Context: an optimization exercise on an open-source flow, tuned for small area and few clock cycles. The choices shown serve that exercise and are no tape-out recipe.
The RTL was checked by simulation tests, not by an equivalence proof against the original design.
Power figures rest on the tool's default switching activity, not on a simulated workload.

==> design/flow/design.v <==
`default_nettype none
module cache (
    input  wire        i_clk,
    input  wire        i_rst,
    input  wire        i_mem_ready,
    output wire [31:0] o_mem_addr,
    output wire        o_mem_ren,
    output wire        o_mem_wen,
    output wire [31:0] o_mem_wdata,
    input  wire [31:0] i_mem_rdata,
    input  wire        i_mem_valid,
    output wire        o_busy,
    input  wire [31:0] i_req_addr,
    input  wire        i_req_ren,
    input  wire        i_req_wen,
    input  wire [ 3:0] i_req_mask,
    input  wire [31:0] i_req_wdata,
    output wire [31:0] o_res_rdata
);
  localparam S = 3;
  localparam DEPTH = 8;
  localparam T = 25;
  reg [31:0] dx0[0:15];
  reg [31:0] dy0[0:15];
  reg [31:0] dx1[0:15];
  reg [31:0] dy1[0:15];
  reg [T-1:0] tx[0:DEPTH-1];
  reg [T-1:0] ty[0:DEPTH-1];
  reg [DEPTH-1:0] valid0;
  reg [DEPTH-1:0] valid1;
  reg [DEPTH-1:0] lru;   
  reg ph;
  wire [T-1:0] req_tag = i_req_addr[31:7];
  wire [S-1:0] req_set = i_req_addr[6:4];
  wire [1:0] req_word = i_req_addr[3:2];
  wire [DEPTH-1:0] set_dec = 8'd1 << req_set;
  wire [15:0] pair_dec = 16'd1 << {req_set, req_word[1]};
  wire rd_y = req_word[0] ^ ph;   
  reg [T-1:0] tagx_r, tagy_r;
  reg [31:0] word0_r, word1_r;
  integer k;
  always @(*) begin
    tagx_r = {T{1'b0}};
    tagy_r = {T{1'b0}};
    for (k = 0; k < DEPTH; k = k + 1) begin
      tagx_r = tagx_r | (tx[k] & {T{set_dec[k]}});
      tagy_r = tagy_r | (ty[k] & {T{set_dec[k]}});
    end
    word0_r = 32'd0;
    word1_r = 32'd0;
    for (k = 0; k < 16; k = k + 1) begin
      word0_r = word0_r | (dx0[k] & {32{pair_dec[k] & ~rd_y}}) | (dy0[k] & {32{pair_dec[k] & rd_y}});
      word1_r = word1_r | (dx1[k] & {32{pair_dec[k] & ~rd_y}}) | (dy1[k] & {32{pair_dec[k] & rd_y}});
    end
  end
  wire eqx = (tagx_r == req_tag);
  wire eqy = (tagy_r == req_tag);
  wire hit0 = valid0[req_set] && (ph ? eqy : eqx);
  wire hit1 = valid1[req_set] && (ph ? eqx : eqy);
  wire hit = hit0 || hit1;
  reg st_fill;   
  reg st_wait;   
  reg awp;   
  reg wr_r;   
  reg wdone;   
  reg fw_r;   
  reg tag_pend;   
  reg [2:0] ic;   
  reg [2:0] rc;   
  wire idle = ~st_fill & ~st_wait;
  wire req = i_req_ren | i_req_wen;
  wire miss_start = idle & req & ~hit;
  wire whit = idle & i_req_wen & hit;
  wire resp = st_fill & i_mem_valid;
  wire resp_first = resp & (rc == 3'd0);
  wire resp_last = resp & (rc[1:0] == 2'd3);
  wire rc_done = rc[2] | resp_last;
  assign o_mem_ren = miss_start | (st_fill & ~ic[2]);
  wire rd_acc = o_mem_ren & i_mem_ready;
  wire [1:0] rd_word = req_word + (ic[1:0] & {2{st_fill}});
  assign o_mem_addr = {i_req_addr[31:4], rd_word, 2'b00};
  reg wb_valid;
  reg wb_way;
  reg [S-1:0] wb_set;
  reg [1:0] wb_word;
  reg [31:0] wb_data;
  wire acc_way = st_fill ? fw_r : hit1;
  wire fwd = wb_valid & (wb_way == acc_way) & (wb_set == req_set) & (wb_word == req_word);
  wire [31:0] cache_word = fwd ? wb_data : acc_way ? word1_r : word0_r;
  wire [31:0] mask32 = {{8{i_req_mask[3]}}, {8{i_req_mask[2]}}, {8{i_req_mask[1]}}, {8{i_req_mask[0]}}};
  wire merge = ~resp | (wr_r & resp_first);
  wire [31:0] base = resp ? i_mem_rdata : cache_word;
  wire [31:0] din = merge ? ((base & ~mask32) | (i_req_wdata & mask32)) : base;
  wire [1:0] in_word = st_fill ? (req_word + rc[1:0]) : req_word;
  wire in_now = in_word[0] ^ ph;   
  wire aw_ok = ~(in_now & wb_valid);
  wire aw_req = whit | (st_wait & awp);
  wire in_we = resp | (aw_req & aw_ok);
  wire in_direct = in_we & in_now & ~wb_valid;
  wire in_buf = in_we & ~in_now;
  wire fill_w = st_fill & wr_r & ~wdone & ic[2] & merge & ((rc != 3'd0) ^ resp);
  assign o_mem_wen = whit | st_wait | fill_w;
  assign o_mem_wdata = din;
  wire w_acc = o_mem_wen & i_mem_ready;
  wire fill_done = st_fill & rc_done & (~wr_r | wdone | w_acc);
  wire wait_done = i_mem_ready & (~awp | aw_ok);
  assign o_busy = idle ? (miss_start | (whit & ~(i_mem_ready & aw_ok))) :
                  st_wait ? ~wait_done : ~fill_done;
  assign o_res_rdata = cache_word;
  wire fway = ~valid0[req_set] ? 1'b0 : ~valid1[req_set] ? 1'b1 : lru[req_set];
  wire [31:0] bus = wb_valid ? wb_data : din;
  wire b_we = wb_valid | in_direct;
  wire b_way = wb_valid ? wb_way : acc_way;
  wire [3:0] b_pair = wb_valid ? {wb_set, wb_word[1]} : {req_set, in_word[1]};
  wire t_we = (miss_start & (fway != ph)) | tag_pend;
  wire t_way = st_fill ? fw_r : fway;
  always @(posedge i_clk) begin
    for (k = 0; k < 16; k = k + 1) begin
      dy0[k] <= dx0[k];
      dy1[k] <= dx1[k];
      dx0[k] <= (b_we & ~b_way & (b_pair == k)) ? bus : dy0[k];
      dx1[k] <= (b_we & b_way & (b_pair == k)) ? bus : dy1[k];
    end
    for (k = 0; k < DEPTH; k = k + 1) begin
      ty[k] <= tx[k];
      tx[k] <= (t_we & (req_set == k)) ? req_tag : ty[k];
    end
    if (miss_start | whit) lru[req_set] <= ~(hit ? hit1 : fway);
    wb_data <= din;
    wb_way <= acc_way;
    wb_set <= req_set;
    wb_word <= in_word;
  end
  always @(posedge i_clk) begin
    if (i_rst) begin
      valid0 <= {DEPTH{1'b0}};
      valid1 <= {DEPTH{1'b0}};
    end else if (miss_start) begin
      if (fway) valid1[req_set] <= 1'b1;
      else valid0[req_set] <= 1'b1;
    end
  end
  always @(posedge i_clk) begin
    if (i_rst) begin
      ph <= 1'b0;
      wb_valid <= 1'b0;
      tag_pend <= 1'b0;
      st_fill <= 1'b0;
      st_wait <= 1'b0;
    end else begin
      ph <= ~ph;
      wb_valid <= in_buf;
      tag_pend <= miss_start & (fway == ph);
      if (miss_start) st_fill <= 1'b1;
      else if (fill_done) st_fill <= 1'b0;
      if (whit & ~(i_mem_ready & aw_ok)) st_wait <= 1'b1;
      else if (st_wait & wait_done) st_wait <= 1'b0;
    end
  end
  always @(posedge i_clk) begin
    if (whit) awp <= ~aw_ok;
    else if (aw_ok) awp <= 1'b0;
    if (miss_start) begin
      wr_r <= i_req_wen;
      wdone <= 1'b0;
      fw_r <= fway;
      ic <= {2'b00, i_mem_ready};
      rc <= 3'd0;
    end else begin
      if (rd_acc) ic <= ic + 3'd1;
      if (resp) rc <= rc + 3'd1;
      if (w_acc) wdone <= 1'b1;
    end
  end
endmodule
`default_nettype wire
==> design/flow/run.sh <==
#!/bin/bash
# synth_recipe.tcl (not shown) runs the flow's synth.tcl, then flattens the netlist and writes it again
# the make line also repeats each setting of config.mk as NAME=value (left out here)
make -C /OpenROAD-flow-scripts/flow DESIGN_CONFIG=/design/flow/config.mk WORK_HOME=/design/flow/orfs CLKGATE_MAP_FILE= SYNTH_SCRIPT=/design/flow/synth_recipe.tcl finish
==> design/flow/config.mk <==
export PLATFORM = sky130hd
export DESIGN_NAME = cache
export DESIGN_NICKNAME = cache
export VERILOG_FILES = /design/flow/design.v
export SDC_FILE = /design/flow/constraint.sdc
export NUM_CORES = 4
export LEC_CHECK = 0
export ABC_AREA = 1
export CAP_MARGIN = 20
export CORE_MARGIN = 2
export CORE_UTILIZATION = 60
export CTS_BUF_LIST = sky130_fd_sc_hd__clkbuf_8
export CTS_CLUSTER_SIZE = 30
export PLACE_DENSITY = 0.7
export SETUP_SLACK_MARGIN = 0.2
export SLEW_MARGIN = 20
==> design/flow/constraint.sdc <==
create_clock -name core_clock -period 10.0 [get_ports {i_clk}]
set_input_delay 2.0000 -clock core_clock [delete_from_list [all_inputs] [get_ports {i_clk}]]
set_output_delay 2.0000 -clock core_clock [all_outputs]
set_load 0.01 [all_outputs]
==> flow_summary.ini, run 1 <==
[outcome]
status = finished clean

[final_layout]
stdcell_area_um2 = 99490
syn2layout_area_growth_pct = 12.60
drive_gt1_frac = 0.08511
final_util = 0.6819
finalNetCount = 11090

[clocking]
cts_num_sinks = 2525
clockBufferDepth = 4
cts_tree = done
insertion_delay_ns = 1.06
h-tree-depth = 5
numCtsBuffers = 396
root_buffer = clkbuf_8
clk_pin_slew_ns = 0.06

[place]
dp_hpwl_mm = 188.0
placed_cell_area_um2 = 91690
port_buffers = 200
pre_cts_slack_ns = 0.3360
gp_congestion = 0.9297

[grt]
grt_pass1_wl_mm = 459.4
grt_max_degree = 64
grt_pass1_vias = 73140
antenna_found_initial = 9
grt.overflow.total = 0
grt_usage = 0.4056

[floorplan]
num_io_pins = 205
initial_utilization = 0.6056
dieArea_um2 = 150400
num_rows = 140
die_y_um = 387.8
die_width_um = 387.8
core_um2 = 145900

[job]
drv_cap = 0

[yosys]
synth.avg_cell_area_um2 = 8.198
synth_top_area_frac = 0.5693
yosys.area.top_type = dfxtp_1
synthDistinctLibCells = 60
syn_inst = 10780
synth_seq_cells = 2525
synth_top_flop_cell = dfxtp_1
ys_warn_count = 7
ys_seq_area_frac = 0.5734
async_reset_ff_frac = 0
synthTopCellsByArea = dfxtp_1 57%, nand2_1 21%, a22o_1 4.2%, nor2_1 1.7%, nand3_1 1.7%
synth-edff-count = 12
synthesis.area_um2 = 88360

[timing]
slew_viol_final = 0
final_hold_viol_count = 0
rsz0062_at_grt = false
whs_ns = 0.3003
fmax_ghz = 0.1053
fin_ws_ns = 0.5016
finalCritPeriodShare = 0.9498
tightest_slew_ns = 1.119
min_period_ns = 9.498
fin_skew_ns = 0.08568
setup_viol = 0
fin_tns_setup_ns = 0
relSlewSlack = 0.2530

[hold_path]
hp-class = reg2reg

[drt]
dr_total_vias = 76880
vias_per_cell = 5.833
drtIter0Drc = 8705
wl_per_cell_um = 23.83
ant_nets = 0
wirelength_mm = 314.1
drtPass1Iterations = 8
route.detailed.drc = 0

[critical_path]
startpoint_type = input pin
critPathRequiredTime_ns = 8.00
crit_arrival_ns = 7.50
end_kind = output pin
crit_type = in2out
path_max_fanout = 31

[power]
cellLeakagePower_nw = 46.41
power_density_nw_per_um2 = 254.2
max-vdd-ir-drop_mv = 0.1528
layer usage:
layer | up-vias | GRT usage | share of wire
met2 | 4772 | 0.5948 | 0.42
li1 | 34910 | - | -
met1 | 36250 | 0.5382 | 0.39
met5 | - | 0 | 0.00013
met3 | 954 | 0.1033 | 0.13
met4 | 6 | 0.2464 | 0.065
cells by family (layout without fill, tap and decap cells):
group,after synthesis,in the layout,synth area share
adders and majority gates,13,13,0.001841
xor gates and xnor gates,7,7,0.0007788
and+or+nand+nor,6063,6063,0.2760
buffers and inverters,1092,1569,0.05830
DFF,2525,2525,0.5734
AOI/OAI and AO/OA,1077,1077,0.08966
other,1,10,0.00004244
worst max-delay path, cell delays in order:
cell             delay, ns
clkdlybuf4s50_1       0.51
buf_4                 0.19
ha_1                  0.37
buf_4                 0.28
inv_2                 0.06
nor2_4                0.26
buf_12                0.26
nand2_1               0.08
nand2_1               0.07
nor2_1                0.06
nand3_1               0.08
nand2_1               0.05
nor2_1                0.10
nand2_1               0.11
nor2_2                0.30
nand3_2               0.24
nand2_1               0.15
nand3_2               0.12
nand2_4               0.14
nand3b_4              0.26
buf_4                 0.31
nand3_2               0.10
buf_4                 0.29
nand2_1               0.18
nand3_1               0.12
a21boi_0              0.15
clkdlybuf4s50_1       0.60
where the power goes:
part / switching, mW / internal, mW / total, mW
registers: 1.09 / 12.2 / 13.3
logic: 2.35 / 1.08 / 3.43
clock network: 4.01 / 4.55 / 8.56
cell type report:
cell class	instances	area (um2)
antenna	8	20.02
clock buffer	502	6909
clock inverter	177	815.8
fill	11950	46420
inverter	432	1639
multi-input combinational	7162	32740
sequential	2525	50670
tap	1917	2399
timing repair buffer	458	4304
registers in the layout, summed over array words and instances (netlist names), 3 cells and up:
| register | flops |
|---|---|
| valid0 | 8 |
| rc | 3 |
| dx0 | 512 |
| wb_set | 3 |
| lru | 8 |
| dy1 | 512 |
| ty | 200 |
| dy0 | 512 |
| dx1 | 512 |
| wb_data | 32 |
| valid1 | 8 |
| ic | 3 |
| tx | 200 |
repair_timing:
item / in CTS / in global routing
buffers inserted: 0 / 0
hold buffers: 0 / 0
setup endpoints to repair: 0 / 63
resized for setup: 0 / 7
cells in the mapped netlist, types with 14 or more instances:
| cell type | instances |
|---|---|
| nand2_1 | 4994 |
| dfxtp_1 | 2513 |
| a22o_1 | 420 |
| nor2_1 | 399 |
| inv_1 | 373 |
| nand3_1 | 294 |
| buf_2 | 293 |
| o21ai_0 | 261 |
| clkbuf_1 | 201 |
| nand4_1 | 193 |
| a221oi_1 | 167 |
| a21oi_1 | 116 |
| buf_4 | 107 |
| nor3_1 | 58 |
| inv_2 | 47 |
| a21boi_0 | 32 |
| and2_1 | 32 |
| nand3_4 | 30 |
| nor4_1 | 29 |
| buf_1 | 27 |
| buf_6 | 27 |
| a211oi_1 | 22 |
| a32o_1 | 14 |
through the flow:
stage | std cells | total power [mW]
global placement | 12490 | 16.58
CTS | 13170 | 25.15
detailed placement | 12490 | 16.74
finish | 13180 | 25.30
global route | 13180 | 26.20
floorplan | 10780 | 15.18
path summary, 6_finish.rpt:
kind	slack (ns)	cells after the start	start	end
worst max-delay path	0.50	27	i_req_addr[5]	o_mem_wdata[6]
worst min register to register	0.30	0	dx0[15][11]	dy0[15][11]
worst max register to register	4.21	18	ph	dx0[15][13]
worst min-delay path	0.30	0	dx0[15][11]	dy0[15][11]
cells in the final DEF, fill, tap and decap left out, types with 49 or more instances in the layout:
| cell | netlist | layout |
|---|---|---|
| dfxtp_1 | 2513 | 2512 |
| nand2_1 | 4994 | 4983 |
| clkinv_2 | 8 | 49 |
| inv_1 | 373 | 498 |
| a221oi_1 | 167 | 167 |
| clkdlybuf4s50_1 | 0 | 199 |
| a22o_1 | 420 | 420 |
| o21ai_0 | 261 | 261 |
| nand4_1 | 193 | 193 |
| clkbuf_8 | 0 | 502 |
| nand3_1 | 294 | 292 |
| inv_2 | 47 | 51 |
| nor3_1 | 58 | 58 |
| nor2_1 | 399 | 383 |
| buf_4 | 107 | 227 |
| a21oi_1 | 116 | 116 |
Testbench counts, summed over its fixed seeds: cycles 55,580.
==> run 2, diff against run 1 <==
--- a/design/flow/config.mk
+++ b/design/flow/config.mk
@@ -10,6 +10,4 @@
 export CORE_MARGIN = 2
-export CORE_UTILIZATION = 60
-export CTS_BUF_LIST = sky130_fd_sc_hd__clkbuf_8
-export CTS_CLUSTER_SIZE = 30
-export PLACE_DENSITY = 0.7
+export CORE_UTILIZATION = 40
+export PLACE_DENSITY = 0.6
 export SETUP_SLACK_MARGIN = 0.2
==> flow_summary.ini, run 2 <==
[place]
dp_cells = 13520
port_buffers = 200
gp_congestion = 0.9057
dp_hpwl_mm = 199.1

[final_layout]
final_common_cell = nand2_1
drive_gt1_frac = 0.07261
fillCellCount = 21080
finalNonFillerCells = 14000
finalNetCount = 10960
final_cell_mix = 4983 x nand2_1, 2512 x dfxtp_1, 420 x a22o_1, 385 x nor2_1, 369 x inv_1
syn2layout_area_growth_pct = 15.06

[timing]
fin_skew_ns = 0.09473
relSlewSlack = 0.1941
setup_viol = 0
slew_viol_final = 0
min_period_ns = 9.545
rsz0062_at_grt = false
fin_tns_setup_ns = 0
final_hold_viol_count = 0
tightest_slew_ns = 1.205
fmax_ghz = 0.1048
finalCritPeriodShare = 0.9545

[critical_path]
slowest_delay_ns = 0.96
r2r_cells = 26
crit_path_frequent_cell = nand2_1
critical_path.cell_chain = clkdlybuf4s50_1 -> xnor2_4 -> inv_2 -> nand2_1 -> inv_2 -> buf_4 -> a22o_1 -> nor2_1 -> nand4_1 -> nor4_1 -> nand3_1 -> nand2_1 -> nand2_1 -> nand3_1 -> a21boi_0 -> clkdlybuf4s50_1
r2r_slack_ns = 4.22
crit_arrival_ns = 7.54
path_max_fanout = 18
cp_slowest_cell = nor4_1
r2r_start = tx[0][6]
critPathRequiredTime_ns = 8.00
crit_type = in2out
end_kind = output pin
startpoint_type = input pin
r2r-end = dx0[10][18]

[power]
power_density_nw_per_um2 = 262.8
max-vdd-ir-drop_mv = 0.2094
cellLeakagePower_nw = 46.18

[drt]
drtIter0Drc = 8023
dr_total_vias = 75450
route.detailed.drc = 0
wl_per_cell_um = 23.60
wirelength_mm = 330.3
ant_nets = 0
drtPass1Iterations = 6
vias_per_cell = 5.391

[yosys]
syn_inst = 10780
ys_seq_area_frac = 0.5734
yosysMostFrequentCell = nand2_1
synth_top_flop_cell = dfxtp_1
synth-edff-count = 12
yosys.area.top_type = dfxtp_1
synth_top_area_frac = 0.5693
synthDistinctLibCells = 60
synthTopCellsByArea = dfxtp_1 57%, nand2_1 21%, a22o_1 4.2%, nor2_1 1.7%, nand3_1 1.7%
synthTopCellsByCount = 4994 x nand2_1, 2513 x dfxtp_1, 420 x a22o_1
async_reset_ff_frac = 0
synthesis.area_um2 = 88360
synth_seq_cells = 2525
synth.avg_cell_area_um2 = 8.198
ys_warn_count = 7

[floorplan]
num_io_pins = 205
dieArea_um2 = 224700
die_width_um = 474.0
die_y_um = 474.0
initial_utilization = 0.4021
core_um2 = 219700
num_rows = 172

[clocking]
root_buffer = clkbuf_16
clockBufferDepth = 4
cts.repair.resized = 0
h-tree-depth = 5
clk_pin_slew_ns = 0.06
cts_tree = done
cts_setup_buffers = 0
cts_hold_buffers = 0
numCtsBuffers = 277
insertion_delay_ns = 0.97
cts_num_sinks = 2525

[grt]
antenna_found_initial = 2
grt_pass1_vias = 72850
grt_usage = 0.2860
grt_pass1_wl_mm = 479.7
grt.overflow.total = 0
grt_max_degree = 51

[hold_path]
min_to = dy1[2][14]
hp-start = dx1[2][14]
hp-class = reg2reg
holdPathStages = 0

[outcome]
status = finished clean

[job]
drv_cap = 0
run 2: cell counts after synthesis:
No cell type changed its count.
run 2: through the flow:
| step | utilization | power (mW) | hold slack (ns) | setup slack, ns | cell area [um2] |
|---|---|---|---|---|---|
| CTS | 0.4626 | 26.71 | 0.3053 | 0.5360 | 101600 |
| global route | 0.4626 | 27.72 | 0.3054 | 0.2061 | 101700 |
| detailed placement | 0.4227 | 16.80 | 0.3350 | 0.5720 | 92880 |
| floorplan | - | 15.18 | 0.3269 | 2.933 | 88370 |
| finish | 0.4627 | 26.72 | 0.3034 | 0.4553 | 101700 |
| global placement | 0.4227 | 16.64 | 0.3319 | 0.5577 | 92870 |
run 2: routing by layer:
| layer | part of all wire | track usage |
|---|---|---|
| met5 | 0 | 0 |
| met4 | 0.071 | 0.1779 |
| met3 | 0.10 | 0.05403 |
| met2 | 0.43 | 0.4384 |
| met1 | 0.40 | 0.3714 |
run 2: worst max-delay path by stage:
| stage | startpoint | endpoint | slack, ns | depth (start not counted) |
|---|---|---|---|---|
| global route | i_req_addr[4] | o_mem_wdata[1] | 0.21 | 26 |
| global placement | i_req_addr[4] | o_mem_wdata[19] | 0.56 | 25 |
| floorplan | i_req_addr[6] | o_mem_wdata[1] | 2.93 | 28 |
| finish | i_req_addr[2] | o_mem_wdata[22] | 0.46 | 16 |
| CTS | i_req_addr[4] | o_mem_wdata[7] | 0.54 | 25 |
| detailed placement | i_req_addr[4] | o_mem_wdata[7] | 0.57 | 25 |
run 2: where the power goes:
group	leakage (nW)	internal, mW	total, mW	switching [mW]
logic	21.2	1.06	3.44	2.37
clock network	4.33	5.88	9.99	4.10
registers	20.7	12.2	13.3	1.09
total	46.2	19.2	26.7	7.57
run 2: final cells by class:
type / count / area [um2] / share of cell area
clock inverters: 67 / 663.1 / 0.006522
multi-input cells: 7162 / 32740 / 0.3220
diodes: 8 / 20.02 / 0.0001969
repair buffers: 446 / 4144 / 0.04076
inverters: 432 / 1648 / 0.01621
flip-flops and latches: 2525 / 50670 / 0.4984
clock buffers: 399 / 8088 / 0.07955
well taps: 2958 / 3701 / 0.03640
run 2: logic make-up after synthesis:
family | share of synthesized area
buffers and inverters | 0.05830
AND/OR/NAND/NOR | 0.2760
AO/OA/AOI/OAI | 0.08966
adder cells (fa/ha/maj) | 0.001841
other | 0.00004244
flip-flops | 0.5734
XOR/XNOR | 0.0007788
run 2: worst max-delay path, delay by kind of cell:
family                    cells  cell delay [ns]
and+or+nand+nor               8             2.39
xor gates and xnor gates      1             0.48
buffers and inverters         5             2.25
AOI/OAI and AO/OA             2             0.34
==> run 3, diff against run 2 <==
--- a/design/flow/design.v
+++ b/design/flow/design.v
@@ -56,3 +56,3 @@
   wire eqx = (tagx_r == req_tag);
-  wire eqy = (tagy_r == req_tag);
+  wire eqy = (tagy_r == ~req_tag);
   wire hit0 = valid0[req_set] && (ph ? eqy : eqx);
@@ -66,3 +66,3 @@
   reg fw_r;   
-  reg tag_pend;   
+  reg [1:0] tag_st;   
   reg [2:0] ic;   
@@ -81,10 +81,11 @@
   assign o_mem_addr = {i_req_addr[31:4], rd_word, 2'b00};
-  reg wb_valid;
-  reg wb_way;
-  reg [S-1:0] wb_set;
-  reg [1:0] wb_word;
-  reg [31:0] wb_data;
+  reg s1_valid, s1_clr, s1_way, s2_valid, s2_way;
+  reg [S-1:0] s1_set, s2_set;
+  reg [1:0] s1_word, s2_word;
+  reg [31:0] s1_data, s2_data;
   wire acc_way = st_fill ? fw_r : hit1;
-  wire fwd = wb_valid & (wb_way == acc_way) & (wb_set == req_set) & (wb_word == req_word);
-  wire [31:0] cache_word = fwd ? wb_data : acc_way ? word1_r : word0_r;
+  wire fwd1 = s1_valid & (s1_way == acc_way) & (s1_set == req_set) & (s1_word == req_word);
+  wire fwd2 = s2_valid & (s2_way == acc_way) & (s2_set == req_set) & (s2_word == req_word);
+  wire [31:0] arr_word = (acc_way ? word1_r : word0_r) ^ {32{rd_y}};
+  wire [31:0] cache_word = fwd1 ? s1_data : fwd2 ? s2_data : arr_word;
   wire [31:0] mask32 = {{8{i_req_mask[3]}}, {8{i_req_mask[2]}}, {8{i_req_mask[1]}}, {8{i_req_mask[0]}}};
@@ -94,8 +95,6 @@
   wire [1:0] in_word = st_fill ? (req_word + rc[1:0]) : req_word;
-  wire in_now = in_word[0] ^ ph;   
-  wire aw_ok = ~(in_now & wb_valid);
+  wire in_x = ~(in_word[0] ^ ph);   
+  wire aw_ok = ~(in_x & s1_valid & ~s1_clr);
   wire aw_req = whit | (st_wait & awp);
   wire in_we = resp | (aw_req & aw_ok);
-  wire in_direct = in_we & in_now & ~wb_valid;
-  wire in_buf = in_we & ~in_now;
   wire fill_w = st_fill & wr_r & ~wdone & ic[2] & merge & ((rc != 3'd0) ^ resp);
@@ -110,24 +109,37 @@
   wire fway = ~valid0[req_set] ? 1'b0 : ~valid1[req_set] ? 1'b1 : lru[req_set];
-  wire [31:0] bus = wb_valid ? wb_data : din;
-  wire b_we = wb_valid | in_direct;
-  wire b_way = wb_valid ? wb_way : acc_way;
-  wire [3:0] b_pair = wb_valid ? {wb_set, wb_word[1]} : {req_set, in_word[1]};
-  wire t_we = (miss_start & (fway != ph)) | tag_pend;
+  wire c1_we = in_we & in_x;
+  wire [4:0] c1_row = {acc_way, req_set, in_word[1]};
+  wire c2_we = s1_valid & ~s1_clr;
+  wire [4:0] c2_row = {s1_way, s1_set, s1_word[1]};
+  wire set1 = s1_valid & s1_clr;
+  wire b_we = set1 | s2_valid;
+  wire [4:0] b_row = set1 ? {s1_way, s1_set, s1_word[1]} : {s2_way, s2_set, s2_word[1]};
+  wire [31:0] bus = set1 ? s1_data : s2_data;
   wire t_way = st_fill ? fw_r : fway;
+  wire t_clr = (miss_start & (fway == ph)) | tag_st[1];
+  wire t_set = tag_st[0];
   always @(posedge i_clk) begin
-    for (k = 0; k < 16; k = k + 1) begin
-      dy0[k] <= dx0[k];
-      dy1[k] <= dx1[k];
-      dx0[k] <= (b_we & ~b_way & (b_pair == k)) ? bus : dy0[k];
-      dx1[k] <= (b_we & b_way & (b_pair == k)) ? bus : dy1[k];
+    for (k = 0; k < 32; k = k + 1) begin
+      if (k < 16) begin
+        dy0[k] <= ~(dx0[k] | {32{(c1_we & (c1_row == k)) | (c2_we & (c2_row == k))}});
+        dx0[k] <= ~(dy0[k] | ({32{b_we & (b_row == k)}} & ~bus));
+      end else begin
+        dy1[k-16] <= ~(dx1[k-16] | {32{(c1_we & (c1_row == k)) | (c2_we & (c2_row == k))}});
+        dx1[k-16] <= ~(dy1[k-16] | ({32{b_we & (b_row == k)}} & ~bus));
+      end
     end
     for (k = 0; k < DEPTH; k = k + 1) begin
-      ty[k] <= tx[k];
-      tx[k] <= (t_we & (req_set == k)) ? req_tag : ty[k];
+      ty[k] <= ~(tx[k] | {T{t_clr & (req_set == k)}});
+      tx[k] <= ~(ty[k] | ({T{t_set & (req_set == k)}} & ~req_tag));
     end
     if (miss_start | whit) lru[req_set] <= ~(hit ? hit1 : fway);
-    wb_data <= din;
-    wb_way <= acc_way;
-    wb_set <= req_set;
-    wb_word <= in_word;
+    s1_clr <= in_x;
+    s1_way <= acc_way;
+    s1_set <= req_set;
+    s1_word <= in_word;
+    s1_data <= din;
+    s2_way <= s1_way;
+    s2_set <= s1_set;
+    s2_word <= s1_word;
+    s2_data <= s1_data;
   end
@@ -145,4 +157,5 @@
       ph <= 1'b0;
-      wb_valid <= 1'b0;
-      tag_pend <= 1'b0;
+      s1_valid <= 1'b0;
+      s2_valid <= 1'b0;
+      tag_st <= 2'd0;
       st_fill <= 1'b0;
@@ -151,4 +164,5 @@
       ph <= ~ph;
-      wb_valid <= in_buf;
-      tag_pend <= miss_start & (fway == ph);
+      s1_valid <= in_we;
+      s2_valid <= s1_valid & ~s1_clr;
+      tag_st <= {miss_start & (fway != ph), t_clr};
       if (miss_start) st_fill <= 1'b1;
--- a/design/flow/config.mk
+++ b/design/flow/config.mk
@@ -7,3 +7,2 @@
 export LEC_CHECK = 0
-export ABC_AREA = 1
 export CAP_MARGIN = 20
@@ -11,2 +10,4 @@
 export CORE_UTILIZATION = 40
+export CTS_CLUSTER_DIAMETER = 90
+export CTS_CLUSTER_SIZE = 30
 export PLACE_DENSITY = 0.6
==> flow_summary.ini, run 3 <==
[critical_path]
critical_path.cell_chain = clkdlybuf4s50_1 -> inv_1 -> ha_1 -> ha_4 -> a22o_1 -> a221o_1 -> o21ai_0 -> nand4_1 -> or4_1 -> nor4b_1 -> o2bb2a_2 -> o21a_1 -> inv_4 -> mux2i_1 -> buf_4 -> xnor2_1 -> a221o_1 -> a31o_2 -> clkdlybuf4s50_1
critPathRequiredTime_ns = 8.00
cp_slowest_cell = clkdlybuf4s50_1
path_buf_inv = 5
crit_family = compound AO/OA/AOI/OAI gates
end_kind = output pin
crit_type = in2out
path_max_fanout = 15
startpoint_type = input pin
crit_arrival_ns = 7.76
slowest_delay_ns = 0.62

[floorplan]
dieArea_um2 = 212800
num_io_pins = 205
die_width_um = 461.3
die_y_um = 461.3
num_rows = 167
core_um2 = 207500
initial_utilization = 0.4032

[drt]
drtPass1Iterations = 9
route.detailed.drc = 0
vias_per_cell = 6.279
wl_per_cell_um = 30.85
dr_total_vias = 70420
drtIter0Drc = 10170
ant_nets = 0
wirelength_mm = 346.1

[hold_path]
hp-class = reg2reg

[yosys]
synth_top_flop_cell = dfxtp_1
syn_inst = 8495
synth_seq_cells = 2566
synth_top_family_by_area = compound AO/OA/AOI/OAI gates
synthTopCellsByArea = dfxtp_1 61%, a22oi_1 7.8%, nor2_1 7.8%, a21oi_1 6.4%, clkbuf_1 2.2%
synthMuxAreaShare = 0.01226
synth_compound_area_frac = 0.1943
ys_seq_area_frac = 0.6154
yosysMostFrequentCell = dfxtp_1
synth_fa_ha_area_frac = 0.001944
synthDistinctLibCells = 68
synth_xor_area_frac = 0.008689
synth-edff-count = 12
synth_top_area_frac = 0.6111
async_reset_ff_frac = 0
yosys.area.top_type = dfxtp_1
synthTopCellsByCount = 2554 x dfxtp_1, 1738 x nor2_1, 1065 x a21oi_1
synth-simple-area-share = 0.1307
ys_warn_count = 7
synth.avg_cell_area_um2 = 9.848
synthesis.area_um2 = 83660

[timing]
setup_viol = 0
fmax_ghz = 0.1024
fin_skew_ns = 0.05218
fin_ws_ns = 0.2366
min_period_ns = 9.763
relSlewSlack = 0.1992
final_hold_viol_count = 0
slew_viol_final = 0
fin_tns_setup_ns = 0
finalCritPeriodShare = 0.9763
rsz0062_at_grt = false
tightest_slew_ns = 1.197

[final_layout]
syn2layout_area_growth_pct = 11.22
final_cell_mix = 2554 x dfxtp_1, 1705 x nor2_1, 1062 x a21oi_1, 872 x a22oi_1, 289 x nand2_1
finalNetCount = 8503
drive_gt1_frac = 0.07667
final_common_cell = dfxtp_1
stdcell_area_um2 = 93040

[clocking]
root_buffer = clkbuf_16
numCtsBuffers = 104
cts_num_sinks = 2566
insertion_delay_ns = 0.82
cts_tree = done
clk_pin_slew_ns = 0.11
h-tree-depth = 3
clockBufferDepth = 3

[grt]
antenna_found_initial = 9
grt_usage = 0.3143
grt_max_degree = 60
grt_pass1_wl_mm = 487.8
grt.overflow.total = 0
grt_pass1_vias = 68260

[place]
dp_hpwl_mm = 190.7
gp_congestion = 0.9220
placed_cell_area_um2 = 89770
pre_cts_slack_ns = 0.09022
port_buffers = 200

[outcome]
status = finished clean

[power]
max-vdd-ir-drop_mv = 0.1564
cellLeakagePower_nw = 37.84
power_density_nw_per_um2 = 234.8
power_mw = 21.84

[job]
drv_cap = 0
run 3: report_power, final:
| part | internal, mW | total (mW) | switching (mW) |
|---|---|---|---|
| logic | 1.32 | 3.49 | 2.17 |
| clock network | 2.11 | 5.43 | 3.32 |
| registers | 11.9 | 12.9 | 0.996 |
run 3: repair_timing:
item / in CTS / in global routing
hold buffers: 0 / 0
endpoints found under the hold margin: 0 / 0
gates resized for setup: 8 / 8
endpoints found under the setup margin: 22 / 31
setup buffers: 0 / 1
run 3: cell type report:
class / count / area [um2]
antenna: 2 / 5.005
clock buffer: 116 / 2773
clock inverter: 32 / 416.7
fill: 19550 / 114400
inverter: 26 / 100.1
multi-input combinational: 5212 / 30320
sequential: 2566 / 51490
tap: 2788 / 3488
timing repair buffer: 474 / 4456
run 3: cell families (layout without fill, tap and decap cells):
group,Yosys count,in the layout
AOI/OAI and AO/OA,2437,2437
xor gates and xnor gates,83,83
adders and majority gates,13,13
buffers and inverters,718,648
DFF,2566,2566
muxes,94,94
other,1,4
and+or+nand+nor,2583,2583
run 3: metal layers:
layer | track usage | up-vias | wire, um
met4 | 0.1779 | 8 | 24330
li1 | - | 29710 | -
met2 | 0.4875 | 4731 | 150100
met1 | 0.4012 | 34750 | 129500
met5 | 0 | - | 48
met3 | 0.07336 | 1220 | 42110
run 3: path summary, 6_finish.rpt:
kind	from	end	slack [ns]	cells past startpoint
worst min register to register	s1_word[0]	s2_word[0]	0.37	0
worst max register to register	tx[4][3]	dy0[14][17]	4.41	13
worst min-delay path	s1_word[0]	s2_word[0]	0.37	0
worst max-delay path	i_req_addr[4]	o_mem_wdata[1]	0.24	19
run 3: per-stage QoR:
| step | cells | utilization | hold WS, ns |
|---|---|---|---|
| 4_1_cts | 11210 | 0.4481 | 0.3733 |
| 3_5_place_dp | 11070 | 0.4327 | 0.3563 |
| 3_3_place_gp | 11060 | 0.4322 | 0.3598 |
| 5_1_grt | 11220 | 0.4484 | 0.3907 |
| 2_1_floorplan | 8496 | - | 0.3431 |
| 6_report | 11220 | 0.4484 | 0.3724 |
run 3: worst register-to-register path: stages (launching register included):
cell and delay [ns]:
dfxtp_1 0.33, a22o_1 0.22, a221o_1 0.29, a211oi_2 0.35, xnor2_1 0.11, nor4_1 0.40, nand4_1 0.37, o32ai_1 0.63
mux2i_1 0.23, o31ai_4 0.70, nand4_4 0.35, o21ai_4 0.88, buf_4 0.55, nor2_1 0.09
Testbench counts of run 3, summed over its fixed seeds: cycles 55,595.
==> run 4, diff against run 3 <==
--- a/design/flow/config.mk
+++ b/design/flow/config.mk
@@ -9,6 +9,6 @@
 export CORE_MARGIN = 2
-export CORE_UTILIZATION = 40
+export CORE_UTILIZATION = 55
 export CTS_CLUSTER_DIAMETER = 90
 export CTS_CLUSTER_SIZE = 30
-export PLACE_DENSITY = 0.6
+export PLACE_DENSITY = 0.7
 export SETUP_SLACK_MARGIN = 0.2
==> flow_summary.ini, run 4 <==
[power]
power.switching_mw = 6.195
switching_share = 0.2897
power.share.clock = 0.234
power_density_nw_per_um2 = 232.6
cellLeakagePower_nw = 37.70
combPwrFrac = 0.160
p_seq_frac = 0.606
p_int_mw = 15.19
max-vdd-ir-drop_mv = 0.1953

[grt]
grt_usage = 0.4111
antenna_found_initial = 11
use_met3 = 0.1297
top_usage_layer = met2
grt_max_degree = 65
grt_use_met2 = 0.5983
grt_pass1_vias = 68510
grt_pass1_wl_mm = 472.6
grt.overflow.total = 0
use_met1 = 0.5364

[critical_path]
r2r_slack_ns = 4.35
end_kind = output pin
critPathRequiredTime_ns = 8.00
startpoint_type = input pin
r2r_cells = 13
crit_arrival_ns = 7.66
r2r-end = dy0[6][31]
r2r_start = tx[6][6]
path_max_fanout = 19
crit_type = in2out

[drt]
wirelength_mm = 332.4
wl_per_cell_um = 31.87
drtIter0Drc = 11600
route.detailed.drc = 0
ant_nets = 0
dr_total_vias = 71790
vias_per_cell = 6.883
drtPass1Iterations = 9

[clocking]
numCtsBuffers = 97
clockBufferDepth = 3
clk_pin_slew_ns = 0.11
h-tree-depth = 3
cts_tree = done
insertion_delay_ns = 0.78
root_buffer = clkbuf_16
cts_num_sinks = 2566

[final_layout]
register_area_um2 = 51490
syn2layout_area_growth_pct = 9.862
drive_gt1_frac = 0.07243
fillCellCount = 12610
finalNetCount = 8493
final_common_cell = dfxtp_1
final_cell_mix = 2554 x dfxtp_1, 1705 x nor2_1, 1061 x a21oi_1, 872 x a22oi_1, 291 x nand2_1
multi_input_area_um2 = 30250

[yosys]
synth_fa_ha_area_frac = 0.001944
synth_top_flop_cell = dfxtp_1
synthMuxAreaShare = 0.01226
synth.avg_cell_area_um2 = 9.848
synth-edff-count = 12
synth_top_area_frac = 0.6111
async_reset_ff_frac = 0
yosysMostFrequentCell = dfxtp_1
synthTopCellsByCount = 2554 x dfxtp_1, 1738 x nor2_1, 1065 x a21oi_1
synthDistinctLibCells = 68
syn_inst = 8495
synthesis.area_um2 = 83660
synthTopCellsByArea = dfxtp_1 61%, a22oi_1 7.8%, nor2_1 7.8%, a21oi_1 6.4%, clkbuf_1 2.2%
synth_compound_area_frac = 0.1943
ys_warn_count = 7
synth_xor_area_frac = 0.008689
synth_seq_cells = 2566
synth_top_family_by_area = compound AO/OA/AOI/OAI gates
ys_seq_area_frac = 0.6154
yosys.area.top_type = dfxtp_1
synth-simple-area-share = 0.1307

[timing]
tightest_slew_ns = 1.259
whs_ns = 0.3789
rsz0062_at_grt = false
fmax_ghz = 0.1036
relSlewSlack = 0.1577
setup_viol = 0
final_hold_viol_count = 0
fin_skew_ns = 0.04110
slew_viol_final = 0
min_period_ns = 9.657
finalCritPeriodShare = 0.9657
fin_tns_setup_ns = 0

[hold_path]
hp-class = reg2reg
hp-start = s1_word[0]
holdPathStages = 0
min_to = s2_word[0]

[floorplan]
dieArea_um2 = 155200
initial_utilization = 0.5521
num_io_pins = 205
core_um2 = 151500
num_rows = 143
die_width_um = 394.0
die_y_um = 394.0

[job]
drv_cap = 0

[place]
port_buffers = 200
gp_congestion = 0.9663
dp_hpwl_mm = 185.8

[outcome]
status = finished clean
run 4: cells by family (layout without fill, tap and decap cells):
family / Yosys count / in the layout
AO/OA/AOI/OAI: 2437 / 2437
AND/OR/NAND/NOR: 2583 / 2583
adder cells (fa/ha/maj): 13 / 13
multiplexers: 94 / 94
other: 1 / 7
XOR/XNOR: 83 / 83
buffers and inverters: 718 / 616
flip-flops: 2566 / 2566
run 4: final cells by class:
cell class              count  area share
flip-flops and latches   2566      0.5602
multi-input cells        5212      0.3292
repair buffers            471     0.05244
clock buffers             109     0.02815
well taps                2030     0.02763
clock inverters            10    0.001198
inverters                  26    0.001075
diodes                      5   0.0001361
run 4: critical path, cell delays in order:
cell and delay (ns):
clkdlybuf4s50_1 0.59, inv_1 0.17, ha_1 0.25, ha_2 0.30
buf_4 0.23, a22oi_1 0.15, nand2_1 0.08, o21ai_0 0.18
nand4_1 0.27, or4_1 0.59, nor4b_1 0.29, o2bb2a_2 0.35
mux2i_1 0.18, nand2b_2 0.34, nor2_4 0.16, buf_4 0.32
a221o_1 0.38, buf_4 0.24, clkdlybuf4s50_1 0.55
run 4: worst max-delay path by stage:
stage | slack [ns] | endpoint | cells after the start | start
5_1_grt | 0.22 | o_mem_wdata[24] | 19 | i_req_addr[5]
6_report | 0.34 | o_res_rdata[7] | 19 | i_req_addr[5]
3_3_place_gp | 0.14 | o_mem_wdata[29] | 20 | i_req_addr[4]
2_1_floorplan | 1.43 | o_mem_wdata[20] | 20 | i_req_addr[5]
3_5_place_dp | 0.11 | o_mem_wdata[29] | 20 | i_req_addr[4]
4_1_cts | 0.31 | o_res_rdata[7] | 18 | i_req_addr[5]
run 4: through the flow:
stage          setup WS (ns)  cell area [um2]  power, mW    util  cells
6_report              0.3432            91910      21.38  0.6065  10430
5_1_grt               0.2206            91900      22.05  0.6064  10420
4_1_cts               0.3124            91600      21.12  0.6044  10410
3_5_place_dp          0.1062            88900      16.34  0.5866  10290
3_3_place_gp          0.1406            88670      16.14  0.5851  10280
2_1_floorplan          1.434            83670      14.75       -   8496
run 4: timing repair:
| action | 4_1_cts | 5_1_grt |
|---|---|---|
| hold buffers | 0 | 0 |
| setup buffers | 0 | 1 |
| resized for setup | 2 | 5 |
| endpoints found under the setup margin | 6 | 38 |
run 4: layer usage:
metal	routed length [um]	vias to the layer above
met1	119600	34710
li1	-	29650
met3	51830	1504
met4	25640	12
met2	135200	5908
met5	79	-
run 4: power groups by stage:
stage	clock [mW]	sequential (mW)	combinational, mW
6_report	5.01	12.9	3.43
5_1_grt	5.32	13.1	3.62
4_1_cts	4.98	12.9	3.24
3_5_place_dp	0	13.1	3.22
3_3_place_gp	0	13.1	3.08
2_1_floorplan	0	12.8	1.96
==> run 5, diff against run 4 <==
--- a/design/flow/config.mk
+++ b/design/flow/config.mk
@@ -9,6 +9,6 @@
 export CORE_MARGIN = 2
-export CORE_UTILIZATION = 55
-export CTS_CLUSTER_DIAMETER = 90
-export CTS_CLUSTER_SIZE = 30
-export PLACE_DENSITY = 0.7
+export CORE_UTILIZATION = 40
+export CTS_CLUSTER_DIAMETER = 120
+export CTS_CLUSTER_SIZE = 25
+export PLACE_DENSITY = 0.6
 export SETUP_SLACK_MARGIN = 0.2
==> flow_summary.ini, run 5 <==
[drt]
wl_per_cell_um = 31.04
vias_per_cell = 6.294
drtPass1Iterations = 10
wirelength_mm = 347.6
drtIter0Drc = 10450
ant_nets = 0
route.detailed.drc = 0
dr_total_vias = 70490

[critical_path]
cp_slowest_cell = clkdlybuf4s50_1
startpoint_type = input pin
r2r-end = dy0[14][17]
crit_type = in2out
path_max_fanout = 19
r2r_slack_ns = 4.32
crit_path_frequent_cell = clkdlybuf4s50_1
critical_path.cell_chain = clkdlybuf4s50_1 -> inv_1 -> ha_1 -> ha_4 -> a22o_1 -> a221o_1 -> o21ai_0 -> nand4_1 -> or4_1 -> nor4b_1 -> o2bb2a_2 -> mux2i_1 -> nand2_1 -> buf_4 -> nor2_4 -> buf_12 -> a211o_1 -> a31o_2 -> clkdlybuf4s50_1
end_kind = output pin
r2r_cells = 13
slowest_delay_ns = 0.63
r2r_start = tx[4][3]
crit_arrival_ns = 7.74
critPathRequiredTime_ns = 8.00

[clocking]
root_buffer = clkbuf_16
h-tree-depth = 3
insertion_delay_ns = 0.84
cts_tree = done
numCtsBuffers = 113
clk_pin_slew_ns = 0.10
cts_num_sinks = 2566
clockBufferDepth = 3

[final_layout]
register_area_um2 = 51490
final_cell_mix = 2554 x dfxtp_1, 1705 x nor2_1, 1062 x a21oi_1, 872 x a22oi_1, 290 x nand2_1
syn2layout_area_growth_pct = 11.03
finalNetCount = 8512
final_common_cell = dfxtp_1
multi_input_area_um2 = 30320
fillCellCount = 19560
drive_gt1_frac = 0.07433

[timing]
relSlewSlack = 0.1794
finalCritPeriodShare = 0.9737
fmax_ghz = 0.1027
final_hold_viol_count = 0
slew_viol_final = 0
fin_tns_setup_ns = 0
setup_viol = 0
fin_skew_ns = 0.05654
tightest_slew_ns = 1.231
rsz0062_at_grt = false
min_period_ns = 9.737

[yosys]
synthTopCellsByArea = dfxtp_1 61%, a22oi_1 7.8%, nor2_1 7.8%, a21oi_1 6.4%, clkbuf_1 2.2%
yosysMostFrequentCell = dfxtp_1
ys_seq_area_frac = 0.6154
synthDistinctLibCells = 68
synth.avg_cell_area_um2 = 9.848
synth_top_area_frac = 0.6111
ys_warn_count = 7
syn_inst = 8495
yosys.area.top_type = dfxtp_1
synth-edff-count = 12
synthTopCellsByCount = 2554 x dfxtp_1, 1738 x nor2_1, 1065 x a21oi_1
synthesis.area_um2 = 83660
synth_top_flop_cell = dfxtp_1
synth_seq_cells = 2566
async_reset_ff_frac = 0

[outcome]
status = finished clean

[grt]
grt.overflow.total = 0
antenna_found_initial = 10
grt_pass1_vias = 68300
grt_pass1_wl_mm = 488.7
grt_max_degree = 60
grt_usage = 0.3151

[hold_path]
holdPathStages = 0
hp-class = reg2reg
hp-start = s1_word[0]
min_to = s2_word[0]

[floorplan]
die_width_um = 461.3
num_rows = 167
dieArea_um2 = 212800
num_io_pins = 205
core_um2 = 207500
die_y_um = 461.3
initial_utilization = 0.4032

[place]
port_buffers = 200
dp_hpwl_mm = 190.7
gp_congestion = 0.9220

[power]
power_density_nw_per_um2 = 234.3
cellLeakagePower_nw = 37.75
max-vdd-ir-drop_mv = 0.1439
power_mw = 21.76

[job]
drv_cap = 0
## run 5: cell counts after synthesis
Identical to the previous run, type by type.
## run 5: metal layers
metal  GRT usage  up-vias  wire length, um
met5           0        -               23
met4      0.1823        4            24360
met3     0.07099     1236            42340
met2      0.4875     4729           150900
met1      0.4033    34800           130000
li1            -    29720                -
## run 5: logic make-up after synthesis
kind of cell,Yosys count,share of synthesized area
buffers and inverters,718,0.03661
and+or+nand+nor,2583,0.1307
xor gates and xnor gates,83,0.008689
DFF,2566,0.6154
muxes,94,0.01226
adders and majority gates,13,0.001944
other,1,0.00004482
AOI/OAI and AO/OA,2437,0.1943
## run 5: report_power, final
group	switching (mW)	internal, mW
clock	3.25	2.08
combinational	2.18	1.32
sequential	0.997	11.9
## run 5: how the worst max path moves through the flow
stage | from | endpoint | slack, ns | depth (start not counted)
floorplan | i_req_addr[5] | o_mem_wdata[20] | 1.43 | 20
global placement | i_req_addr[5] | o_mem_wdata[0] | 0.16 | 17
detailed placement | i_req_addr[5] | o_mem_wdata[27] | 0.09 | 19
CTS | i_req_addr[5] | o_mem_wdata[1] | 0.20 | 19
global route | i_req_addr[4] | o_mem_wdata[22] | 0.22 | 19
finish | i_req_addr[4] | o_mem_wdata[4] | 0.26 | 19
## run 5: final cells by class
| cell class | count | area share |
|---|---|---|
| flip-flops and latches | 2566 | 0.5543 |
| multi-input cells | 5212 | 0.3264 |
| repair buffers | 474 | 0.04805 |
| well taps | 2788 | 0.03755 |
| clock buffers | 121 | 0.03122 |
| clock inverters | 9 | 0.001239 |
| inverters | 26 | 0.001105 |
| diodes | 3 | 0.00008082 |
## run 5: worst max-delay path: cells and delay by family
kind	cells	cell delay, ns
AO/OA/AOI/OAI	6	1.66
adder cells (fa/ha/maj)	2	0.58
buffers and inverters	5	1.85
multiplexers	1	0.33
AND/OR/NAND/NOR	5	1.24
## run 5: through the flow
| stage | hold WS [ns] | cell area, um2 | worst slack (ns) | utilization | cells |
|---|---|---|---|---|---|
| finish | 0.3704 | 92890 | 0.2625 | 0.4477 | 11200 |
| global route | 0.3884 | 92890 | 0.2241 | 0.4477 | 11200 |
| CTS | 0.3713 | 92800 | 0.2021 | 0.4473 | 11200 |
| detailed placement | 0.3563 | 89770 | 0.09022 | 0.4327 | 11070 |
| global placement | 0.3598 | 89670 | 0.1642 | 0.4322 | 11060 |
| floorplan | 0.3431 | 83670 | 1.434 | - | 8496 |
## run 5: timing repair
| action | CTS | global route |
|---|---|---|
| pin swaps | 0 | 0 |
| resized for setup | 8 | 10 |
| cloned | 0 | 0 |
| buffers inserted | 0 | 1 |
| setup endpoints to repair | 22 | 32 |
| hold buffers | 0 | 0 |
==> run 6, diff against run 5 <==
==> design/flow/flow/run.sh (new file) <==
#!/bin/bash
# The standard layout (standard.sh: ORFS synth .. finish), except that the
# input and output ports are buffered with the smallest buffer cell instead of
# the one buffer_ports picks by default. Every port still gets its buffer.
set -euo pipefail
export BUFFER_PORTS_ARGS="-buffer_cell sky130_fd_sc_hd__buf_1"
bash standard.sh > standard.log 2>&1
==> design/flow/standard.sh (new file) <==
#!/bin/bash
# synth_recipe.tcl (not shown) runs the flow's synth.tcl, then flattens the netlist and writes it again
# the make line also repeats each setting of config.mk as NAME=value (left out here)
make -C /OpenROAD-flow-scripts/flow DESIGN_CONFIG=/design/flow/config.mk WORK_HOME=/design/flow/orfs CLKGATE_MAP_FILE= SYNTH_SCRIPT=/design/flow/synth_recipe.tcl "${@:-finish}"
--- a/design/flow/config.mk
+++ b/design/flow/config.mk
@@ -10,4 +10,4 @@
 export CORE_UTILIZATION = 40
-export CTS_CLUSTER_DIAMETER = 120
-export CTS_CLUSTER_SIZE = 25
+export CTS_CLUSTER_DIAMETER = 90
+export CTS_CLUSTER_SIZE = 30
 export PLACE_DENSITY = 0.6
removed: design/flow/run.sh
==> flow_summary.ini, run 6 <==
[yosys]
synth.avg_cell_area_um2 = 9.848
yosysMostFrequentCell = dfxtp_1
async_reset_ff_frac = 0
synthTopCellsByArea = dfxtp_1 61%, a22oi_1 7.8%, nor2_1 7.8%, a21oi_1 6.4%, clkbuf_1 2.2%
synth_top_area_frac = 0.6111
synth-edff-count = 12
synthDistinctLibCells = 68
ys_warn_count = 7
synthesis.area_um2 = 83660
synth_seq_cells = 2566
syn_inst = 8495
ys_seq_area_frac = 0.6154
synth_top_flop_cell = dfxtp_1
yosys.area.top_type = dfxtp_1
synthTopCellsByCount = 2554 x dfxtp_1, 1738 x nor2_1, 1065 x a21oi_1

[job]
drv_cap = 0

[critical_path]
r2r_slack_ns = 4.57
crit_arrival_ns = 7.75
r2r_start = tx[6][15]
startpoint_type = input pin
critical_path.cell_chain = buf_1 -> inv_1 -> ha_4 -> buf_4 -> a22oi_1 -> a32oi_1 -> or3_1 -> nand4_1 -> or4_1 -> nor4b_1 -> o2bb2a_1 -> o21a_1 -> buf_4 -> clkinv_2 -> buf_12 -> mux2i_1 -> xnor2_1 -> a221o_1 -> a31o_2 -> buf_1
slowest_delay_ns = 0.57
critPathRequiredTime_ns = 8.00
cp_slowest_cell = or4_1
crit_type = in2out
r2r-end = dy1[6][9]
r2r_cells = 13
path_max_fanout = 30
end_kind = output pin

[final_layout]
stdcell_area_um2 = 91680
syn2layout_area_growth_pct = 9.582
finalNetCount = 8484
final_common_cell = dfxtp_1
final_cell_mix = 2554 x dfxtp_1, 1705 x nor2_1, 1062 x a21oi_1, 872 x a22oi_1, 290 x nand2_1
drive_gt1_frac = 0.07339

[timing]
setup_viol = 0
fmax_ghz = 0.1025
final_hold_viol_count = 0
relSlewSlack = 0.1587
finalCritPeriodShare = 0.9754
fin_tns_setup_ns = 0
tightest_slew_ns = 1.257
rsz0062_at_grt = false
fin_skew_ns = 0.06357
slew_viol_final = 0
min_period_ns = 9.754

[hold_path]
hp-class = reg2reg
min_to = dy1[11][25]
hp-start = dx1[11][25]
holdPathStages = 1

[floorplan]
die_width_um = 461.3
dieArea_um2 = 212800
die_y_um = 461.3
initial_utilization = 0.4032
num_io_pins = 205
num_rows = 167
core_um2 = 207500

[grt]
grt_usage = 0.3137
grt_max_degree = 65
antenna_found_initial = 8
grt_pass1_wl_mm = 486.9
top_usage_layer = met2
grt_use_met2 = 0.4860
grt_pass1_vias = 67960
grt.overflow.total = 0
use_met3 = 0.06695
use_met1 = 0.4008

[place]
dp_hpwl_mm = 189.8
gp_congestion = 0.9314
port_buffers = 200
placed_cell_area_um2 = 88420

[clocking]
insertion_delay_ns = 0.84
cts.repair.resized = 0
clk_pin_slew_ns = 0.11
numCtsBuffers = 104
cts_setup_buffers = 0
cts_hold_buffers = 0
cts_tree = done
clockBufferDepth = 3
cts_num_sinks = 2566
h-tree-depth = 3
root_buffer = clkbuf_16

[power]
power_density_nw_per_um2 = 236.3
cellLeakagePower_nw = 37.19
max-vdd-ir-drop_mv = 0.1471
power_mw = 21.67

[drt]
wl_per_cell_um = 30.85
drtIter0Drc = 10470
drtPass1Iterations = 7
vias_per_cell = 6.297
dr_total_vias = 70540
route.detailed.drc = 0
wirelength_mm = 345.6
ant_nets = 0

[outcome]
status = finished clean
run 6: critical path, delay by kind of cell:
kind | cells | cell delay (ns)
simple gates | 4 | 1.25
mux | 1 | 0.42
fa+ha+maj | 1 | 0.55
buf+inv | 7 | 1.40
xor+xnor | 1 | 0.35
compound gates | 6 | 1.72
run 6: kinds of logic (layout without fill, tap and decap cells):
kind of cell	Yosys count	in the layout	synth area share
other	1	9	0.00004482
AOI/OAI and AO/OA	2437	2437	0.1943
buffers and inverters	718	629	0.03661
xor gates and xnor gates	83	83	0.008689
DFF	2566	2566	0.6154
muxes	94	94	0.01226
and+or+nand+nor	2583	2583	0.1307
adders and majority gates	13	13	0.001944
run 6: through the flow:
stage                     worst slack, ns  cells    util  hold WS (ns)
after floorplan                     1.434   8496       -        0.3431
after global placement             0.4958  11040  0.4253        0.3541
after detailed placement           0.4799  11050  0.4262        0.3565
after CTS                          0.4763  11190  0.4415        0.3938
after global routing               0.2659  11200  0.4418        0.4002
final                              0.2464  11200  0.4418        0.3914
run 6: layout make-up:
type	instances	area, um2
timing repair buffer	455	3128
inverter	26	98.84
clock inverter	31	460.4
sequential	2566	51490
clock buffer	117	2713
multi-input combinational	5212	30280
tap	2788	3488
fill	19570	115800
antenna	7	17.52
run 6: where the power goes:
part | total, mW | switching, mW | internal, mW
combinational | 3.30 | 2.15 | 1.15
sequential | 12.9 | 1.00 | 11.9
clock | 5.43 | 3.35 | 2.08
total | 21.7 | 6.51 | 15.2
run 6: how the worst max path moves through the flow:
stage / start / endpoint / slack (ns) / cells past startpoint
after floorplan: i_req_addr[5] / o_mem_wdata[20] / 1.43 / 20
after global placement: i_req_addr[4] / o_mem_wdata[21] / 0.50 / 20
after detailed placement: i_req_addr[4] / o_mem_wdata[21] / 0.48 / 20
after CTS: i_req_addr[4] / o_mem_wdata[2] / 0.48 / 20
after global routing: i_req_addr[4] / o_mem_wdata[2] / 0.27 / 20
final: i_req_addr[4] / o_mem_wdata[2] / 0.25 / 20
run 6: metal layers:
metal  vias up  part of all wire
met1     34890              0.38
met3      1218              0.12
met2      4738              0.43
li1      29700                 -
met4         2             0.071
met5         -          0.000058
==> run 7, diff against run 6 <==
--- a/design/flow/config.mk
+++ b/design/flow/config.mk
@@ -7,3 +7,3 @@
 export LEC_CHECK = 0
-export CAP_MARGIN = 20
+export CAP_MARGIN = 0
 export CORE_MARGIN = 2
@@ -14,2 +14,2 @@
 export SETUP_SLACK_MARGIN = 0.2
-export SLEW_MARGIN = 20
+export SLEW_MARGIN = 0
==> flow_summary.ini, run 7 <==
[clocking]
h-tree-depth = 3
clk_pin_slew_ns = 0.11
insertion_delay_ns = 0.83
cts_hold_buffers = 0
numCtsBuffers = 104
cts_tree = done
clockBufferDepth = 3
cts_num_sinks = 2566
root_buffer = clkbuf_16

[critical_path]
slowest_delay_ns = 0.66
r2r-end = dy0[0][6]
cp_slowest_cell = mux2i_1
crit_family = compound AO/OA/AOI/OAI gates
path_buf_inv = 7
critical_path.cell_chain = buf_1 -> inv_1 -> ha_1 -> ha_2 -> buf_4 -> a22o_1 -> a21o_1 -> o21ai_0 -> nand4_1 -> or4_1 -> nor4b_1 -> o2bb2a_1 -> o21a_1 -> buf_4 -> clkinv_2 -> buf_12 -> mux2i_1 -> xnor2_1 -> a211o_1 -> a31o_2 -> buf_1
crit_arrival_ns = 7.64
r2r_slack_ns = 4.27
path_max_fanout = 25
startpoint_type = input pin
r2r_cells = 13
end_kind = output pin
crit_type = in2out
critPathRequiredTime_ns = 8.00
r2r_start = tx[6][15]

[final_layout]
finalNonFillerCells = 11190
final_cell_mix = 2554 x dfxtp_1, 1705 x nor2_1, 1062 x a21oi_1, 872 x a22oi_1, 292 x nand2_1
drive_gt1_frac = 0.07252
syn2layout_area_growth_pct = 9.326
final_common_cell = dfxtp_1
finalNetCount = 8477
multi_input_area_um2 = 30270
fillCellCount = 19700
final_util = 0.4408
register_area_um2 = 51490

[yosys]
syn_inst = 8495
synth.avg_cell_area_um2 = 9.848
async_reset_ff_frac = 0
synth_top_family_by_area = compound AO/OA/AOI/OAI gates
synthesis.area_um2 = 83660
synth_seq_cells = 2566
synth_top_flop_cell = dfxtp_1
synth_top_area_frac = 0.6111
synth_fa_ha_area_frac = 0.001944
synth-simple-area-share = 0.1307
ys_warn_count = 7
yosysMostFrequentCell = dfxtp_1
ys_seq_area_frac = 0.6154
synthDistinctLibCells = 68
synthTopCellsByCount = 2554 x dfxtp_1, 1738 x nor2_1, 1065 x a21oi_1
synth-edff-count = 12
synthMuxAreaShare = 0.01226
synth_xor_area_frac = 0.008689
yosys.area.top_type = dfxtp_1
synth_compound_area_frac = 0.1943
synthTopCellsByArea = dfxtp_1 61%, a22oi_1 7.8%, nor2_1 7.8%, a21oi_1 6.4%, clkbuf_1 2.2%

[power]
max-vdd-ir-drop_mv = 0.1734
cellLeakagePower_nw = 37.10
power.share.clock = 0.251
power_mw = 21.64
p_seq_frac = 0.598
power.switching_mw = 6.507
p_int_mw = 15.14
switching_share = 0.3006
power_density_nw_per_um2 = 236.6
combPwrFrac = 0.151

[timing]
finalCritPeriodShare = 0.9636
rsz0062_at_grt = false
fin_tns_setup_ns = 0
fmax_ghz = 0.1038
fin_skew_ns = 0.05216
tightest_slew_ns = 1.558
min_period_ns = 9.636
final_hold_viol_count = 0
relSlewSlack = -0.04266
slew_viol_final = 19
fin_ws_ns = 0.3641
setup_viol = 0

[grt]
grt_usage = 0.3142
grt.overflow.total = 0
grt_pass1_vias = 68310
grt_max_degree = 65
grt_pass1_wl_mm = 488.0
antenna_found_initial = 13

[drt]
ant_nets = 0
wirelength_mm = 346.3
drtIter0Drc = 10410
wl_per_cell_um = 30.95
route.detailed.drc = 0
drtPass1Iterations = 7
vias_per_cell = 6.323
dr_total_vias = 70750

[hold_path]
hp-class = reg2reg
hp-start = s1_word[0]
min_to = s2_word[0]
holdPathStages = 0

[place]
dp_hpwl_mm = 189.6
pre_cts_slack_ns = 0.4968
gp_congestion = 0.9314
port_buffers = 200
dp_cells = 11040

[floorplan]
num_rows = 167
num_io_pins = 205
die_y_um = 461.3
dieArea_um2 = 212800
initial_utilization = 0.4032
die_width_um = 461.3
core_um2 = 207500

[job]
drv_cap = 1

[outcome]
violations = capacitance limit, slew limit
status = complete, but fails checks
-- run 7: power by group through the flow --
stage                     Sequential, mW  Combinational (mW)  Clock (mW)
final                               12.9                3.26        5.44
after detailed placement            13.1                3.14           0
after floorplan                     12.8                1.96           0
after global routing                13.1                3.44        5.83
after CTS                           12.9                3.15        5.46
after global placement              13.1                3.07           0
-- run 7: timing repair --
item	in CTS	in global routing
buffers inserted	0	1
gates resized for setup	0	2
setup endpoints to repair	0	2
-- run 7: how the worst max path moves through the flow --
| stage | startpoint | cells past startpoint | slack (ns) | end |
|---|---|---|---|---|
| 4_1_cts | i_req_addr[4] | 20 | 0.48 | o_mem_wdata[2] |
| 5_1_grt | i_req_addr[4] | 20 | 0.34 | o_mem_wdata[16] |
| 3_5_place_dp | i_req_addr[4] | 20 | 0.50 | o_mem_wdata[2] |
| 2_1_floorplan | i_req_addr[5] | 20 | 1.43 | o_mem_wdata[20] |
| 3_3_place_gp | i_req_addr[4] | 20 | 0.50 | o_mem_wdata[21] |
| 6_report | i_req_addr[4] | 21 | 0.36 | o_mem_wdata[21] |
-- run 7: stage by stage --
| stage | hold slack, ns | instance area (um2) |
|---|---|---|
| detailed placement | 0.3581 | 88250 |
| CTS | 0.3744 | 91420 |
| floorplan | 0.3431 | 83670 |
| global route | 0.3790 | 91460 |
| finish | 0.3788 | 91460 |
| global placement | 0.3541 | 88250 |
-- run 7: cell families after synthesis --
family | count (synthesis)
flops | 2566
simple gates | 2583
xor+xnor | 83
fa+ha+maj | 13
compound gates | 2437
buf+inv | 718
mux | 94
other cells | 1
-- run 7: layout make-up --
class | instances | area share
Antenna cell | 3 | 0.00008208
Sequential cell | 2566 | 0.5629
Clock inverter | 33 | 0.005321
Clock buffer | 113 | 0.02938
Tap cell | 2788 | 0.03814
Inverter | 26 | 0.001081
Multi-Input combinational cell | 5212 | 0.3309
Timing Repair Buffer | 448 | 0.03211
-- run 7: per-layer routing --
metal	vias up	GRT usage	wire length [um]
li1	29690	-	-
met1	34910	0.4018	130300
met2	4881	0.4851	149400
met3	1264	0.07048	41530
met4	12	0.1857	25040
met5	-	0	69
-- run 7: worst register-to-register path: stages (launching register included) --
cell and delay [ns]:
dfxtp_1 0.33, a222oi_1 0.34, nand2_1 0.12, a222oi_1 0.40, xnor2_1 0.21, nor4_1 0.45
nand3_1 0.32, o32ai_1 0.41, mux2i_1 0.22, o31ai_4 0.71, nand4_4 0.34, o21ai_4 1.24
buf_4 0.47, nor2_1 0.07

==> separate check: timing with driven ports <==
In the flow no input, the clock included, has a driving cell. The finished layouts below were timed again as built, in two steps.
Step 1: set_driving_cell puts a clkbuf_16 on i_clk and a buf_2 on each other input, an assumption about the parent block.
Step 2 also shifts input and output timing later by t, the mid clock arrival at the registers, as if the neighbouring blocks saw the same clock.
a / b / c = no drivers / after step 1 / after step 2; a / b = the first two.
run	shift t [ns]	setup WS [ns]	pins driven straight from the clock port
run 1	1.114	0.502 / 0.478 / 0.478	1
run 2	1.015	0.455 / 0.393 / 0.393	1
run 3	0.882	0.237 / 0.213 / 0.213	1
run 4	0.844	0.343 / 0.316 / 0.316	1
run 5	0.891	0.263 / 0.239 / 0.239	1
run 6	0.893	0.246 / 0.225 / 0.225	1
run 7	0.897	0.364 / 0.342 / 0.342	1
The setup slack of run 2, which loses most, moves by -0.062 ns with the drivers and by -0.062 ns with both steps.
